What follows belongs to an exercise in optimizing a design on an open flow for small area and a short achievable clock period; a production flow would make more cautious choices.
Only simulation tests tie the RTL to the original design; equivalence was not proved.
No activity file was given, so power comes from the tool's default toggle rates.

==> flow/design.v (outline; a module is shown in full before it is edited, if it fits) <==
// module fir_top: 7897 lines
module fir_top (
    input          rst,
    input          clk,
    input  [255:0] coeff_vector,
    input  [15:0]  data_in,
    input          sample_en,
    output [15:0]  data_out,
    output         sample_valid,
    output         overflow
);
  // ...
==> flow/run.sh <==
#!/bin/bash
# synth_recipe.tcl (not shown) runs the flow's synth.tcl, then flattens the netlist and writes it again
# the make line also repeats each setting of config.mk as NAME=value (left out here)
make -C /OpenROAD-flow-scripts/flow DESIGN_CONFIG=/design/flow/config.mk WORK_HOME=/design/flow/orfs CLKGATE_MAP_FILE= SYNTH_SCRIPT=/design/flow/synth_recipe.tcl finish
==> flow/config.mk <==
export PLATFORM = sky130hd
export DESIGN_NAME = fir_top
export DESIGN_NICKNAME = fir_top
export VERILOG_FILES = /design/flow/design.v
export SDC_FILE = /design/flow/constraint.sdc
export NUM_CORES = 4
export LEC_CHECK = 0
export CAP_MARGIN = 20
export CELL_PAD_IN_SITES_DETAIL_PLACEMENT = 1
export CELL_PAD_IN_SITES_GLOBAL_PLACEMENT = 1
export CORE_MARGIN = 2
export CORE_UTILIZATION = 40
export PLACE_DENSITY = 0.55
export SETUP_SLACK_MARGIN = 0.5
export SLEW_MARGIN = 20
==> flow/constraint.sdc <==
create_clock -name core_clock -period 16.0 [get_ports {clk}]
set_input_delay 3.2000 -clock core_clock [delete_from_list [all_inputs] [get_ports {clk}]]
set_output_delay 3.2000 -clock core_clock [all_outputs]
set_load 0.01 [all_outputs]
==> results.py, run 1 <==
metrics = {
    "worst_setup_path": {
        "path_cells": "buf_8, buf_4, buf_4, xnor2_1, nor2_1, a211oi_1, fa_1, fa_1, fa_1, fa_1, fa_1, a211oi_1",
        "r2r_cells": 10,
        "cp.depth": 12,
        "timing.rr.end": "vc7[16]$_SDFFE_PP0P_",
        "endpoint": "vc4[19]$_SDFFE_PP0P_",
    },
    "detailed_routing": {
        "routedWlPerCell_um": 28.9,
        "wl_met2_mm": 273,
    },
    "timing": {
        "fin_skew_ns": 0.0471,
        "report.final.slew_viol_count": 0,
        "worst_slew_pin_slew_ns": 1.15,
        "slew_headroom_pct": 23.4,
    },
    "die": {
        "start_util_pct": 40.2,
        "die-area_sq_mm": 0.365,
    },
    "synth": {
        "syn-mean-instance-area_sq_um": 8.30,
        "yosys-top-cells-count": "nor2_1, fa_1, xnor2_1",
        "synth_top_family_by_area": "adder cells",
        "synth_nets": 20080,
        "synthArstFlopShare_pct": 0,
    },
    "power": {
        "p_int_mw": 13.7,
        "clkPwrFrac_pct": 13.3,
        "pg_comb_mw": 19.5,
        "p_leak_nw": 60.5,
    },
    "finish": {
        "syn2layout_area_growth_pct": 8.16,
        "stdcell_count": 21445,
        "design_area_sq_mm": 0.156,
        "seq_share_pct": 13.1,
        "layout_commonest_cell": "nor2_1",
        "clock_buffers": 192,
    },
    "clock_tree": {
        "cts_made_buffers": 146,
        "htree_levels": 4,
    },
    "placement": {
        "placed_area_sq_mm": 0.151,
        "dp_slack_ns": 7.32,
    },
    "outcome": {
        "outcome": "finished clean",
    },
    "global_route": {
        "grt_pass1_wl_mm": 915,
        "globalRouteMet3Util_pct": 6.02,
        "busiest_layer": "met2",
    },
    "worst_hold_path": {
        "hold_depth": 2,
    },
}
==> run 2: changes to the inputs <==
==> flow/flow/run.sh (new file) <==
#!/bin/bash
set -euo pipefail
bash standard.sh SETUP_SLACK_MARGIN=9 finish > standard_flow.log 2>&1
==> flow/standard.sh (new file) <==
#!/bin/bash
# synth_recipe.tcl (not shown) runs the flow's synth.tcl, then flattens the netlist and writes it again
# the make line also repeats each setting of config.mk as NAME=value (left out here)
make -C /OpenROAD-flow-scripts/flow DESIGN_CONFIG=/design/flow/config.mk WORK_HOME=/design/flow/orfs CLKGATE_MAP_FILE= SYNTH_SCRIPT=/design/flow/synth_recipe.tcl "${@:-finish}"
--- a/flow/config.mk
+++ b/flow/config.mk
@@ -12,4 +12,3 @@
 export CORE_UTILIZATION = 40
 export PLACE_DENSITY = 0.55
-export SETUP_SLACK_MARGIN = 0.5
 export SLEW_MARGIN = 20
removed: flow/run.sh
==> results.py, run 2 <==
metrics = {
    "outcome": {
        "outcome": "finished clean",
    },
    "power": {
        "p_leak_nw": 61.2,
        "power.density_mw_per_mm2": 175,
        "ir_worst_vdd_v": 0.000143,
    },
    "timing": {
        "hold_viol": 0,
        "setup_tns_ns": 0,
        "rsz0062_at_grt": "true",
        "fmax_ghz": 0.143,
        "setup_viol": 0,
        "report.final.slew_viol_count": 0,
        "fin_skew_ns": 0.0345,
        "whs_ns": 0.479,
        "worst_slew_pin_slew_ns": 1.40,
        "final.min_clock_period_ns": 7.01,
        "slew_headroom_pct": 5.97,
        "timing.final.crit_share_pct": 43.8,
    },
    "global_route": {
        "globalRouteMet3Util_pct": 6.28,
        "busiest_layer": "met2",
        "grt_usage_pct": 34.6,
        "overflow": 0,
        "grt_pass1_wl_mm": 933,
        "grt_max_degree": 186,
        "grtUsageMet1_pct": 49.1,
        "antenna_found_initial": 94,
        "grt_use_met2_pct": 52.5,
        "grt_pass1_vias": 131420,
    },
    "worst_setup_path": {
        "cpLargestDelayFamily": "adder cells",
        "start_kind": "input pin",
        "critPathArrivalTime_ns": 7.73,
        "cp_slowest_cell": "fa_1",
        "path_cells": "buf_8, buf_16, buf_6, xnor2_1, o22ai_1, a21oi_1, fa_1, fa_1, fa_1, inv_1, fa_1, ha_1, mux2i_1, nor2_1",
        "rrSetupSlack_ns": 12.15,
        "r2r_cells": 10,
        "path_buf_inv": 4,
        "cp-end-kind": "register",
        "timing.rr.end": "vc7[16]$_SDFFE_PP0P_",
        "critPathMaxStageDelay_ns": 0.55,
        "crit_path_frequent_cell": "fa_1",
        "worstSetupPathType": "in2reg",
        "cp_max_fo": 101,
        "crit_required_ns": 16.72,
        "timing.rr.start": "vs8[14]$_SDFFE_PP0P_",
    },
    "clock_tree": {
        "cts_tree": "yes",
        "cts_root_buf": "clkbuf_16",
        "clock_sinks": 1019,
        "clkTransAtPathRegs_ns": 0.05,
        "clk_latency_ns": 0.90,
        "htree_levels": 4,
        "cts_max_path_buffers": 4,
        "cts_made_buffers": 145,
        "holdBufCountCts": 0,
    },
    "die": {
        "die-area_sq_mm": 0.365,
        "num_rows": 220,
        "die_h_um": 604,
        "dieWidth_um": 604,
        "core_sq_mm": 0.359,
        "io_pins": 293,
        "start_util_pct": 40.2,
    },
    "finish": {
        "syn2layout_area_growth_pct": 9.35,
        "multi_input_area_sq_mm": 0.111,
        "layout-drive-gt1-share_pct": 5.87,
        "layout_commonest_cell": "nor2_1",
        "seq_area_sq_mm": 0.0204,
        "fillerInstances": 41725,
        "finalNetCount": 19271,
        "layout_common_cells": "nor2_1, fa_1, xnor2_1",
    },
    "detailed_routing": {
        "initialDrtViolationCount": 10533,
        "drtPass1Iterations": 5,
        "routedWlPerCell_um": 29.9,
        "drtAntennaViolNets": 0,
        "remaining_drc_errors": 0,
        "via_per_inst": 5.79,
        "routed_wl_mm": 642,
        "vias": 124305,
    },
    "worst_hold_path": {
        "hp-class": "reg2reg",
        "hold_depth": 2,
        "hp-start": "vc12[14]$_SDFFE_PP0P_",
        "hold_path_end": "vc12[14]$_SDFFE_PP0P_",
    },
    "synth": {
        "synth.distinct_cells": 56,
        "seq_area_frac_synth_pct": 14.2,
        "synth-seq-cells": 1019,
        "postSynthCellCount": 17365,
        "yosysWarnings": 1,
        "synth_area_sq_mm": 0.144,
        "synth_nets": 20080,
        "syn-mean-instance-area_sq_um": 8.30,
        "yosys-top-cells-count": "nor2_1, fa_1, xnor2_1",
        "synth_top_area_share_pct": 30.9,
        "synthArstFlopShare_pct": 0,
        "synth-edff-count": 0,
        "yosysMostFrequentCell": "nor2_1",
        "synthTopCellsByArea": "fa_1, dfxtp_1, xnor2_1",
        "yosys.area.top_type": "fa_1",
        "synth-main-ff-cell": "dfxtp_1",
    },
    "placement": {
        "port_buffers": 292,
        "dp_hpwl_mm": 466,
        "place_congestion": 0.888,
    },
    "run": {
        "maxCapViolations": 0,
    },
}
run 2: cell types whose count changed in the layout (fill, tap and decap cells not counted), moves of 15 or more:
cell | before | now
nand2_2 | 0 | 58
nand2_1 | 696 | 633
buf_6 | 1 | 61
and3b_2 | 0 | 19
clkdlybuf4s50_1 | 270 | 251
and3b_1 | 30 | 11
buf_4 | 479 | 388
buf_16 | 1 | 21
diode_2 | 16 | 31
run 2: how the worst max path moves through the flow:
stage	from	to	slack (ns)	cells past startpoint
3_5_place_dp	data_in[14]	vc5[17]$_SDFFE_PP0P_	7.39	14
4_1_cts	vs0[16]$_SDFFE_PP0P_	overflow	8.89	12
2_1_floorplan	coeff_vector[37]	vc2[19]$_SDFFE_PP0P_	8.96	12
5_1_grt	vc0[6]$_SDFFE_PP0P_	overflow	8.88	14
3_3_place_gp	data_in[14]	vc5[17]$_SDFFE_PP0P_	7.41	14
6_report	data_in[4]	vc15[14]$_SDFFE_PP0P_	8.99	14
run 2: per-stage QoR:
stage | utilization (%) | power [mW] | area [sq um] | std cells | setup WS [ns]
2_1_floorplan | - | 16.4 | 144000 | 17365 | 8.96
5_1_grt | 43.9 | 30.4 | 158000 | 21451 | 8.88
3_3_place_gp | 42.0 | 23.7 | 151000 | 21159 | 7.41
6_report | 43.9 | 27.6 | 158000 | 21465 | 8.99
4_1_cts | 43.6 | 27.8 | 156000 | 21418 | 8.89
3_5_place_dp | 42.0 | 24.1 | 151000 | 21159 | 7.39
run 2: kinds of logic after synthesis:
group                    count (synthesis)  share of synthesized area, %
AND/OR/NAND/NOR                       4532                          12.3
buffers and inverters                 3551                          9.25
AO/OA/AOI/OAI                         3197                          15.0
adder cells (fa/ha/maj)               2440                          32.8
XOR/XNOR                              1982                          12.0
flip-flops                            1019                          14.2
multiplexers                           644                          4.47
run 2: final cells by class:
type,count,area share (%)
clock inverter,57,0.529
clock buffer,195,2.63
timing repair buffer,810,5.21
multi-input combinational,12795,70.6
tap,4773,3.79
inverter,1785,4.26
sequential,1019,12.9
antenna,31,0.0492
run 2: what timing repair did:
action                     4_1_cts  5_1_grt
buffers inserted                 2        8
resized for setup              131      241
pin swaps                       13        8
gates cloned                     5        8
setup endpoints to repair      293      206
run 2: report_power, final:
group          total (mW)  switching [mW]  internal (mW)
clock network        3.54            1.44           2.10
logic                20.1            11.7           8.32
registers            3.95           0.558           3.39
run 2: layer usage:
metal	vias up	share of wire, %	routed length (um)
li1	54183	-	-
met3	953	7.5	48200
met4	50	4.1	26500
met5	-	0.049	316
met1	64838	45	288000
met2	4281	43	279000
run 2: tightest hold or removal path: stages (launching register included):
cell,delay [ns]
dfxtp_1,0.31
nor2_1,0.08
a211oi_1,0.04
==> run 3: changes to the inputs <==
--- a/flow/config.mk
+++ b/flow/config.mk
@@ -6,4 +6,5 @@
 export NUM_CORES = 4
 export LEC_CHECK = 0
+export ABC_AREA = 1
 export CAP_MARGIN = 20
 export CELL_PAD_IN_SITES_DETAIL_PLACEMENT = 1
==> results.py, run 3 <==
metrics = {
    "finish": {
        "design_area_sq_mm": 0.144,
        "stdcell_count": 19510,
        "layout-drive-gt1-share_pct": 8.75,
        "layout_commonest_cell": "fa_1",
        "seq_area_sq_mm": 0.0204,
        "finalNetCount": 17769,
        "syn2layout_area_growth_pct": 10.9,
        "multi_input_area_sq_mm": 0.0950,
        "fillerInstances": 37544,
        "post-route-util_pct": 44.6,
        "layout_common_cells": "fa_1, inv_1, o22ai_1",
    },
    "detailed_routing": {
        "routed_wl_mm": 679,
        "drtPass1Iterations": 7,
        "drtAntennaViolNets": 0,
        "remaining_drc_errors": 0,
        "via_per_inst": 6.72,
        "vias": 131102,
        "initialDrtViolationCount": 15012,
        "routedWlPerCell_um": 34.8,
    },
    "timing": {
        "final.min_clock_period_ns": 7.01,
        "slew_headroom_pct": 12.1,
        "setup_tns_ns": 0,
        "report.final.slew_viol_count": 0,
        "hold_viol": 0,
        "setup_viol": 0,
        "fin_skew_ns": 0.0575,
        "timing.final.ws_setup_ns": 8.99,
        "timing.final.crit_share_pct": 43.8,
        "worst_slew_pin_slew_ns": 1.30,
        "whs_ns": 0.467,
        "fmax_ghz": 0.143,
        "rsz0062_at_grt": "true",
    },
    "global_route": {
        "busiest_layer": "met2",
        "grt_max_degree": 176,
        "grt_use_met2_pct": 58.2,
        "overflow": 0,
        "grtUsageMet1_pct": 53.4,
        "antenna_found_initial": 67,
        "globalRouteMet3Util_pct": 12.0,
        "grt_usage_pct": 39.9,
        "grt_pass1_wl_mm": 965,
        "grt_pass1_vias": 133080,
    },
    "placement": {
        "port_buffers": 292,
        "placed_cells": 18963,
        "place_congestion": 0.944,
        "dp_hpwl_mm": 473,
        "placed_area_sq_mm": 0.135,
        "dp_slack_ns": 7.22,
    },
    "power": {
        "power.density_mw_per_mm2": 183,
        "ir_worst_vdd_v": 0.000141,
        "clkPwrFrac_pct": 12.9,
        "total_power_mw": 26.5,
        "combinationalPowerShare_pct": 72.6,
        "switching_share_pct": 50.8,
        "switchingPower_mw": 13.5,
        "p_leak_nw": 55.7,
        "seq_power_share_pct": 14.4,
        "p_int_mw": 13.0,
    },
    "synth": {
        "synth-seq-cells": 1019,
        "synth-simple-area-share_pct": 6.39,
        "synth_top_area_share_pct": 34.2,
        "synth.distinct_cells": 44,
        "yosysWarnings": 1,
        "synth-main-ff-cell": "dfxtp_1",
        "yosys.area.top_type": "fa_1",
        "muxShareOfSynthArea_pct": 0,
        "synth_fa_ha_area_share_pct": 36.3,
        "yosys-top-cells-count": "inv_1, fa_1, o22ai_1",
        "synth_area_sq_mm": 0.130,
        "yosysMostFrequentCell": "inv_1",
        "synthTopCellsByArea": "fa_1, dfxtp_1, o22ai_1",
        "synth-edff-count": 0,
        "seq_area_frac_synth_pct": 15.7,
        "synth_top_family_by_area": "adder cells",
        "synthArstFlopShare_pct": 0,
        "syn-mean-instance-area_sq_um": 8.31,
        "synth_nets": 18382,
        "postSynthCellCount": 15667,
        "synth_compound_area_share_pct": 29.5,
        "synthXorXnorAreaFrac_pct": 0.121,
    },
    "clock_tree": {
        "cts_max_path_buffers": 4,
        "htree_levels": 4,
        "cts_tree": "yes",
        "cts_made_buffers": 147,
        "cts_root_buf": "clkbuf_16",
        "clk_latency_ns": 0.90,
        "clkTransAtPathRegs_ns": 0.07,
        "clock_sinks": 1019,
    },
    "worst_hold_path": {
        "hold_depth": 2,
        "hp-class": "reg2reg",
    },
    "worst_setup_path": {
        "cpLargestDelayFamily": "adder cells",
        "critPathArrivalTime_ns": 7.70,
        "cp_slowest_cell": "fa_1",
        "start_kind": "input pin",
        "cp_max_fo": 85,
        "path_cells": "buf_8, inv_16, buf_16, o22ai_1, a221oi_1, fa_1, fa_1, fa_1, fa_1, inv_1, ha_1, o21ai_1, a21oi_1",
        "crit_required_ns": 16.70,
        "r2r_cells": 10,
        "crit_path_frequent_cell": "fa_1",
        "worstSetupPathType": "in2reg",
        "path_buf_inv": 4,
        "critPathMaxStageDelay_ns": 0.52,
        "cp.depth": 13,
        "cp-end-kind": "register",
    },
    "die": {
        "core_sq_mm": 0.324,
        "io_pins": 293,
        "die-area_sq_mm": 0.330,
        "die_h_um": 575,
        "num_rows": 209,
        "dieWidth_um": 575,
        "start_util_pct": 40.2,
    },
    "outcome": {
        "outcome": "finished clean",
    },
    "run": {
        "maxCapViolations": 0,
    },
}
-- run 3: per-layer routing --
| metal | up-vias | part of all wire, % |
|---|---|---|
| met5 | - | 0.051 |
| met4 | 46 | 6.0 |
| met3 | 1737 | 12 |
| met2 | 7976 | 42 |
| met1 | 67685 | 40 |
| li1 | 53658 | - |
-- run 3: worst paths after layout --
| kind | from | slack [ns] | end |
|---|---|---|---|
| hold reg to reg | vc1[23]$_SDFFE_PP0P_ | 0.47 | vc1[23]$_SDFFE_PP0P_ |
| setup / recovery | data_in[13] | 8.99 | vc13[20]$_SDFFE_PP0P_ |
| setup reg to reg | vs13[14]$_SDFFE_PP0P_ | 12.02 | vc12[16]$_SDFFE_PP0P_ |
| hold / removal | vc1[23]$_SDFFE_PP0P_ | 0.47 | vc1[23]$_SDFFE_PP0P_ |
-- run 3: kinds of logic (layout without fill, tap and decap cells) --
kind of cell    after synthesis  after routing
simple gates               2081           2082
xor+xnor                     18             18
other cells                   0             26
compound gates             6036           6036
buf+inv                    4073           3564
flops                      1019           1019
fa+ha+maj                  2440           2440
-- run 3: layout make-up --
cell class,instances,area share (%)
well taps,4325,3.75
clock buffers,205,2.97
inverters,2360,6.56
flip-flops and latches,1019,14.1
multi-input cells,10576,65.8
diodes,26,0.0450
repair buffers,937,6.34
repair inverters,13,0.0589
clock inverters,49,0.397
-- run 3: worst min-delay path: cells and delay by family, from the launching register on --
family	cells	cell delay (ns)
buf+inv	1	0.06
flops	1	0.30
compound gates	1	0.06
-- run 3: power groups by stage --
stage          clock network, mW  logic [mW]  registers [mW]
6_report                    3.42        19.2            3.83
5_1_grt                     3.57        21.5            3.90
4_1_cts                     3.49        19.1            3.82
3_5_place_dp                   0        18.9            3.86
3_3_place_gp                   0        18.7            3.84
2_1_floorplan                  0        11.5            3.68
-- run 3: what timing repair did --
item                                    4_1_cts  5_1_grt
buffers inserted                             27      219
resized for setup                           251      462
pin swaps                                     0        3
gates cloned                                  5       15
endpoints found under the setup margin      324      258
hold buffers                                  0        0

## afterwards: timing with drivers on the ports
No port has a modelled driver above. Below, the same layouts with a new extraction and two added sets of constraints.
Step 1 (the two cells are an assumption about what drives the block):
set clk [get_ports {clk}]
set_driving_cell -lib_cell sky130_fd_sc_hd__clkbuf_16 $clk
set_driving_cell -lib_cell sky130_fd_sc_hd__buf_2 [delete_from_list [all_inputs] $clk]
Step 2 adds t to the input delays and takes it off the output delays; t is the mean of the earliest and latest rising clock arrival at the registers after step 1. Input paths then give back, and output paths get back, about the clock's delay inside the block.
Slacks: no drivers / after step 1 / after step 2; pairs: no drivers / after step 1.
| run | t, ns | setup WS [ns] | slew at the worst register clock pin (ns) | cell pins on the clock port's net |
|---|---|---|---|---|
| run 1 | 0.978 | 8.129 / 8.181 / 7.203 | 0.08 / 0.08 | 1 |
| run 2 | 0.998 | 8.988 / 8.887 / 8.014 | 0.07 / 0.07 | 1 |
| run 3 | 0.988 | 8.994 / 8.717 / 7.729 | 0.07 / 0.07 | 1 |
After both steps every run listed still meets setup and hold. For run 3, which loses most, drivers alone change the setup slack by -0.277 ns; drivers and shift together by -1.265 ns.
